Source: an optimization exercise on an open RTL-to-GDS flow (aim: small area, a short achievable clock period and few clock cycles). Production flows keep margins and buffers that such runs may drop.
In this exercise RTL edits were held to simulation tests only and were not proved equivalent to the original.
Power figures rest on the tool's default switching activity, not on a simulated workload.

==> flow/design.v <==
module processor (clk,rst,imem_addr,imem_data,dmem_addr,dmem_wdata,dmem_we,dmem_re,dmem_rdata,stat);
    input clk;
    input rst;                   
    output [7:0] imem_addr;
    input [79:0] imem_data;
    output [7:0] dmem_addr;
    output [63:0] dmem_wdata;
    output dmem_we;
    output dmem_re;
    input [63:0] dmem_rdata;
    output [3:0] stat;           
    localparam [3:0] S_AOK = 4'b1000, S_HLT = 4'b0100, S_ADR = 4'b0010, S_INS = 4'b0001;
    integer i;
    reg [7:0]  pc;
    reg        pc_bad;
    reg        x_live;           
    reg [3:0]  x_stat;           
    reg        x_cmov, x_rm, x_mr, x_opq, x_call, x_ret, x_push, x_pop;
    reg [3:0]  x_fn;
    reg [3:0]  x_dst;
    reg        x_wmem;           
    reg [63:0] x_valA;           
    reg [63:0] x_valB;           
    reg [63:0] x_valC;           
    reg [2:0]  cc;               
    reg        stopped;
    reg [3:0]  stop_stat;
    reg [63:0] rf [0:14];
    reg [14:0] rf_wr;            
    function cond(input [3:0] fn, input zf, input sf, input of);
        case (fn)
            4'h0: cond = 1'b1;
            4'h1: cond = (sf ^ of) | zf;
            4'h2: cond = sf ^ of;
            4'h3: cond = zf;
            4'h4: cond = ~zf;
            4'h5: cond = ~(sf ^ of);
            4'h6: cond = ~(sf ^ of) & ~zf;
            default: cond = 1'b0;
        endcase
    endfunction
    wire        x_sub = x_opq & (x_fn[1:0] == 2'd1);
    wire        x_usea = x_opq | x_cmov;
    wire [63:0] aluY = x_usea ? (x_valA ^ {64{x_sub}}) : x_valC;
    wire [63:0] sum = x_valB + aluY + {63'd0, x_sub};
    wire [63:0] valE = (x_opq & x_fn[1]) ? (x_fn[0] ? (x_valB ^ x_valA) : (x_valB & x_valA)) : sum;
    wire n63 = x_sub ? (~x_valA[63] ^ (x_valA[62:0] == 63'd0)) : x_valA[63];
    wire e_zf = (valE == 64'd0);
    wire e_sf = valE[63];
    wire e_of = (x_fn[1] == 1'b0) & (n63 == x_valB[63]) & (sum[63] != x_valB[63]);
    wire [8:0]  lo_sum = {1'b0, x_valB[7:0]} + {1'b0, x_valC[7:0]};
    wire [63:0] pr = x_valB ^ x_valC;
    wire [63:0] gp = x_valB | x_valC;
    wire        sum_ok = (pr[8] == lo_sum[8]) & ((pr[63:9] ^ gp[62:8]) == 55'd0);
    wire        x_addr_rsp = x_pop | x_ret;
    wire        x_memop = x_rm | x_mr | x_call | x_ret | x_push | x_pop;
    wire        addr_ok = x_addr_rsp ? (x_valB[63:8] == 56'd0) : sum_ok;
    wire        mem_bad = x_memop & ~addr_ok;
    wire x_go = x_live & ~stopped & (x_stat == S_AOK);
    assign dmem_addr  = x_addr_rsp ? x_valB[7:0] : lo_sum[7:0];
    assign dmem_wdata = x_valA;
    assign dmem_we    = x_go & (x_rm | x_push | x_call) & addr_ok;
    assign dmem_re    = x_mr | x_pop | x_ret;
    wire [63:0] wval = x_wmem ? dmem_rdata : valE;
    wire        w1 = x_go & (x_dst != 4'hF) & (~x_cmov | cond(x_fn, cc[2], cc[1], cc[0]));
    wire        w2 = x_go & x_pop;                   
    wire        we1 = w1 & ~mem_bad;
    wire        we2 = w2 & ~mem_bad;
    always @(posedge clk) begin
        for (i = 0; i < 15; i = i + 1) begin
            if (we1 && x_dst == i)
                rf[i] <= wval;
            else if (i == 4 && we2)
                rf[i] <= valE;
        end
    end
    always @(posedge clk) begin
        if (rst)
            rf_wr <= 15'd0;
        else
            for (i = 0; i < 15; i = i + 1)
                if ((we1 && x_dst == i) || (i == 4 && we2))
                    rf_wr[i] <= 1'b1;
    end
    always @(posedge clk) begin
        if (rst)
            cc <= 3'b000;
        else if (x_go & x_opq)
            cc <= {e_zf, e_sf, e_of};
    end
    always @(posedge clk) begin
        if (rst) begin
            stopped <= 1'b0;
            stop_stat <= S_AOK;
        end else if (x_live & ~stopped & ((x_stat != S_AOK) | mem_bad)) begin
            stopped <= 1'b1;
            stop_stat <= (x_stat != S_AOK) ? x_stat : S_ADR;
        end
    end
    assign stat = stopped ? stop_stat : (x_live ? x_stat : S_AOK);
    assign imem_addr = pc;
    wire [3:0]  f_icode = imem_data[79:76];
    wire [3:0]  f_ifun  = imem_data[75:72];
    wire [3:0]  f_rA    = imem_data[71:68];
    wire [3:0]  f_rB    = imem_data[67:64];
    wire [63:0] f_valC  = imem_data[63:0];
    wire [63:0] f_dest  = imem_data[71:8];
    wire f_ok = ~pc_bad & (f_icode != 4'h0) & (f_icode < 4'hC);
    wire [3:0] f_stat = pc_bad ? S_ADR : (f_icode >= 4'hC) ? S_INS :
                        (f_icode == 4'h0) ? S_HLT : S_AOK;
    wire f_stack = (f_icode == 4'h8) | (f_icode == 4'h9) | (f_icode == 4'hA) | (f_icode == 4'hB);
    wire f_usesA = (f_icode == 4'h2) | (f_icode == 4'h4) | (f_icode == 4'h6) | (f_icode == 4'hA);
    wire f_usesB = (f_icode == 4'h4) | (f_icode == 4'h5) | (f_icode == 4'h6);
    wire [3:0] f_srcA = f_usesA ? f_rA : 4'hF;
    wire [3:0] f_srcB = f_stack ? 4'd4 : f_usesB ? f_rB : 4'hF;
    function [63:0] rf_init(input integer k);
        case (k)
            1: rf_init = 64'd1;   2: rf_init = 64'd2;   3: rf_init = 64'd3;
            4: rf_init = 64'd14;  7: rf_init = 64'd18;  8: rf_init = 64'd30;
            9: rf_init = 64'd20;  10: rf_init = 64'd22; 13: rf_init = 64'd1;
            14: rf_init = 64'd10;
            default: rf_init = 64'd0;
        endcase
    endfunction
    reg [63:0] rdA, rdB;
    always @(*) begin
        rdA = 64'd0;
        rdB = 64'd0;
        for (i = 0; i < 15; i = i + 1) begin
            rdA = rdA | ({64{f_srcA == i}} & (rf_wr[i] ? rf[i] : rf_init(i)));
            rdB = rdB | ({64{f_srcB == i}} & (rf_wr[i] ? rf[i] : rf_init(i)));
        end
    end
    wire [63:0] fwdA = (w1 & (f_srcA == x_dst)) ? wval : (w2 & (f_srcA == 4'd4)) ? valE : rdA;
    wire [63:0] fwdB = (w1 & (f_srcB == x_dst)) ? wval : (w2 & (f_srcB == 4'd4)) ? valE : rdB;
    wire [2:0] cc_next = (x_live & x_opq) ? {e_zf, e_sf, e_of} : cc;
    wire f_taken = (f_icode == 4'h8) |
                   ((f_icode == 4'h7) & cond(f_ifun, cc_next[2], cc_next[1], cc_next[0]));
    reg [3:0] f_len;
    always @(*) begin
        case (f_icode)
            4'h2, 4'h6, 4'hA, 4'hB: f_len = 4'd2;
            4'h3, 4'h4, 4'h5: f_len = 4'd10;
            4'h7, 4'h8: f_len = 4'd9;
            default: f_len = 4'd1;
        endcase
    end
    wire [8:0] f_valP = {1'b0, pc} + {5'd0, f_len};
    always @(posedge clk) begin
        if (rst) begin
            pc <= 8'd0;
            pc_bad <= 1'b0;
        end else if (x_live & x_ret) begin
            pc <= dmem_rdata[7:0];
            pc_bad <= (dmem_rdata[63:8] != 56'd0);
        end else if (f_taken) begin
            pc <= f_dest[7:0];
            pc_bad <= (f_dest[63:8] != 56'd0);
        end else begin
            pc <= f_valP[7:0];
            pc_bad <= f_valP[8];
        end
    end
    always @(posedge clk) begin
        if (rst)
            x_live <= 1'b0;
        else
            x_live <= ~(x_live & x_ret);
    end
    always @(posedge clk) begin
        x_stat  <= f_stat;
        x_cmov  <= f_ok & (f_icode == 4'h2);
        x_rm    <= f_ok & (f_icode == 4'h4);
        x_mr    <= f_ok & (f_icode == 4'h5);
        x_opq   <= f_ok & (f_icode == 4'h6);
        x_call  <= f_ok & (f_icode == 4'h8);
        x_ret   <= f_ok & (f_icode == 4'h9);
        x_push  <= f_ok & (f_icode == 4'hA);
        x_pop   <= f_ok & (f_icode == 4'hB);
        x_fn    <= f_ifun;
        case (f_icode)
            4'h2, 4'h3, 4'h6: x_dst <= f_rB;
            4'h5, 4'hB:       x_dst <= f_rA;
            4'h8, 4'h9, 4'hA: x_dst <= 4'd4;
            default:          x_dst <= 4'hF;
        endcase
        x_wmem <= (f_icode == 4'h5) | (f_icode == 4'hB);
        x_valA <= (f_icode == 4'h8) ? {55'd0, f_valP} : fwdA;
        x_valB <= fwdB;
        case (f_icode)
            4'h8, 4'hA: x_valC <= 64'hFFFF_FFFF_FFFF_FFF8;    
            4'h9, 4'hB: x_valC <= 64'd8;
            default:    x_valC <= f_valC;
        endcase
    end
endmodule
Settings: LEC_CHECK=0, CAP_MARGIN=40, CORE_MARGIN=2, CORE_UTILIZATION=40, SLEW_MARGIN=40; clock period 32.0 ns.
run.sh (not shown) runs the stock make flow with config.mk's settings and CLKGATE_MAP_FILE= SYNTH_SCRIPT=/design/flow/synth_recipe.tcl, a recipe that flattens the netlist after the stock synthesis.
The starting point went through all stages and came out clean.
Testbench counts at the start, summed over its fixed seeds: cycles 36,695.
Then changed:
--- a/flow/design.v
+++ b/flow/design.v
@@ -23,13 +23,12 @@
     reg [63:0] x_valB;           
     reg [63:0] x_valC;           
     reg [2:0]  cc;               
     reg        stopped;
     reg [3:0]  stop_stat;
     reg [63:0] rf [0:14];
-    reg [14:0] rf_wr;            
     function cond(input [3:0] fn, input zf, input sf, input of);
         case (fn)
             4'h0: cond = 1'b1;
             4'h1: cond = (sf ^ of) | zf;
             4'h2: cond = sf ^ of;
             4'h3: cond = zf;
@@ -63,27 +62,31 @@
     assign dmem_re    = x_mr | x_pop | x_ret;
     wire [63:0] wval = x_wmem ? dmem_rdata : valE;
     wire        w1 = x_go & (x_dst != 4'hF) & (~x_cmov | cond(x_fn, cc[2], cc[1], cc[0]));
     wire        w2 = x_go & x_pop;                   
     wire        we1 = w1 & ~mem_bad;
     wire        we2 = w2 & ~mem_bad;
+    function [63:0] rf_init(input integer k);
+        case (k)
+            1: rf_init = 64'd1;   2: rf_init = 64'd2;   3: rf_init = 64'd3;
+            4: rf_init = 64'd14;  7: rf_init = 64'd18;  8: rf_init = 64'd30;
+            9: rf_init = 64'd20;  10: rf_init = 64'd22; 13: rf_init = 64'd1;
+            14: rf_init = 64'd10;
+            default: rf_init = 64'd0;
+        endcase
+    endfunction
+    wire [63:0] wd0 = wval & {64{~rst}};
+    wire [63:0] wd1 = wval | {64{rst}};
+    wire [63:0] wr4 = valE & {64{~rst}};
     always @(posedge clk) begin
         for (i = 0; i < 15; i = i + 1) begin
-            if (we1 && x_dst == i)
-                rf[i] <= wval;
+            if (rst || (we1 && x_dst == i))
+                rf[i] <= (rf_init(i) & wd1) | (~rf_init(i) & wd0);
             else if (i == 4 && we2)
-                rf[i] <= valE;
+                rf[i] <= wr4;
         end
-    end
-    always @(posedge clk) begin
-        if (rst)
-            rf_wr <= 15'd0;
-        else
-            for (i = 0; i < 15; i = i + 1)
-                if ((we1 && x_dst == i) || (i == 4 && we2))
-                    rf_wr[i] <= 1'b1;
     end
     always @(posedge clk) begin
         if (rst)
             cc <= 3'b000;
         else if (x_go & x_opq)
             cc <= {e_zf, e_sf, e_of};
@@ -110,28 +113,19 @@
                         (f_icode == 4'h0) ? S_HLT : S_AOK;
     wire f_stack = (f_icode == 4'h8) | (f_icode == 4'h9) | (f_icode == 4'hA) | (f_icode == 4'hB);
     wire f_usesA = (f_icode == 4'h2) | (f_icode == 4'h4) | (f_icode == 4'h6) | (f_icode == 4'hA);
     wire f_usesB = (f_icode == 4'h4) | (f_icode == 4'h5) | (f_icode == 4'h6);
     wire [3:0] f_srcA = f_usesA ? f_rA : 4'hF;
     wire [3:0] f_srcB = f_stack ? 4'd4 : f_usesB ? f_rB : 4'hF;
-    function [63:0] rf_init(input integer k);
-        case (k)
-            1: rf_init = 64'd1;   2: rf_init = 64'd2;   3: rf_init = 64'd3;
-            4: rf_init = 64'd14;  7: rf_init = 64'd18;  8: rf_init = 64'd30;
-            9: rf_init = 64'd20;  10: rf_init = 64'd22; 13: rf_init = 64'd1;
-            14: rf_init = 64'd10;
-            default: rf_init = 64'd0;
-        endcase
-    endfunction
     reg [63:0] rdA, rdB;
     always @(*) begin
         rdA = 64'd0;
         rdB = 64'd0;
         for (i = 0; i < 15; i = i + 1) begin
-            rdA = rdA | ({64{f_srcA == i}} & (rf_wr[i] ? rf[i] : rf_init(i)));
-            rdB = rdB | ({64{f_srcB == i}} & (rf_wr[i] ? rf[i] : rf_init(i)));
+            rdA = rdA | ({64{f_srcA == i}} & rf[i]);
+            rdB = rdB | ({64{f_srcB == i}} & rf[i]);
         end
     end
     wire [63:0] fwdA = (w1 & (f_srcA == x_dst)) ? wval : (w2 & (f_srcA == 4'd4)) ? valE : rdA;
     wire [63:0] fwdB = (w1 & (f_srcB == x_dst)) ? wval : (w2 & (f_srcB == 4'd4)) ? valE : rdB;
     wire [2:0] cc_next = (x_live & x_opq) ? {e_zf, e_sf, e_of} : cc;
     wire f_taken = (f_icode == 4'h8) |
The changed run ran to the end with no violations.
Power grows by 22%.
Register-to-register slack is better by 0.84 ns.
First-iteration DRC count shrinks by 9.3%.
Worst setup slack is worse by 0.43 ns.
Combinational power grows by 90%.
Routed wire length shrinks by 13%.
Cell area shrinks by 6.7%.
Utilization grows by 0.58 points.
Via count shrinks by 15%.
Die area shrinks by 7.7%.
Testbench counts after the change, summed over its fixed seeds: cycles 36,695.

## what the ideal ports hide
The flow's constraints put no driver on any port. The routed layouts listed below were extracted and timed again, unchanged, in two steps.
Step 1 (the two cells are an assumption about what drives the block):
set clk [get_ports {clk}]
set_driving_cell -lib_cell sky130_fd_sc_hd__clkbuf_16 $clk
set_driving_cell -lib_cell sky130_fd_sc_hd__buf_2 [delete_from_list [all_inputs] $clk]
Step 2 also shifts input and output timing later by t, the mid clock arrival at the registers, as if the neighbouring blocks saw the same clock.
a / b / c = ideal ports / drivers / drivers and shift; a / b = the first two.
run	t (ns)	setup slack, ns	hold WS [ns]	worst setup path at the end	worst register clock-pin slew, ns
the first run	0.897	21.081 / 20.990 / 20.395	0.447 / 0.447 / 0.447	input to register	0.07 / 0.07
the second run	0.850	20.652 / 20.572 / 20.573	0.480 / 0.480 / 0.480	input to register	0.07 / 0.07
After both steps setup and hold are still met in every run listed. The setup slack of the first run, which loses most, moves by -0.091 ns with the drivers and by -0.686 ns with both steps.
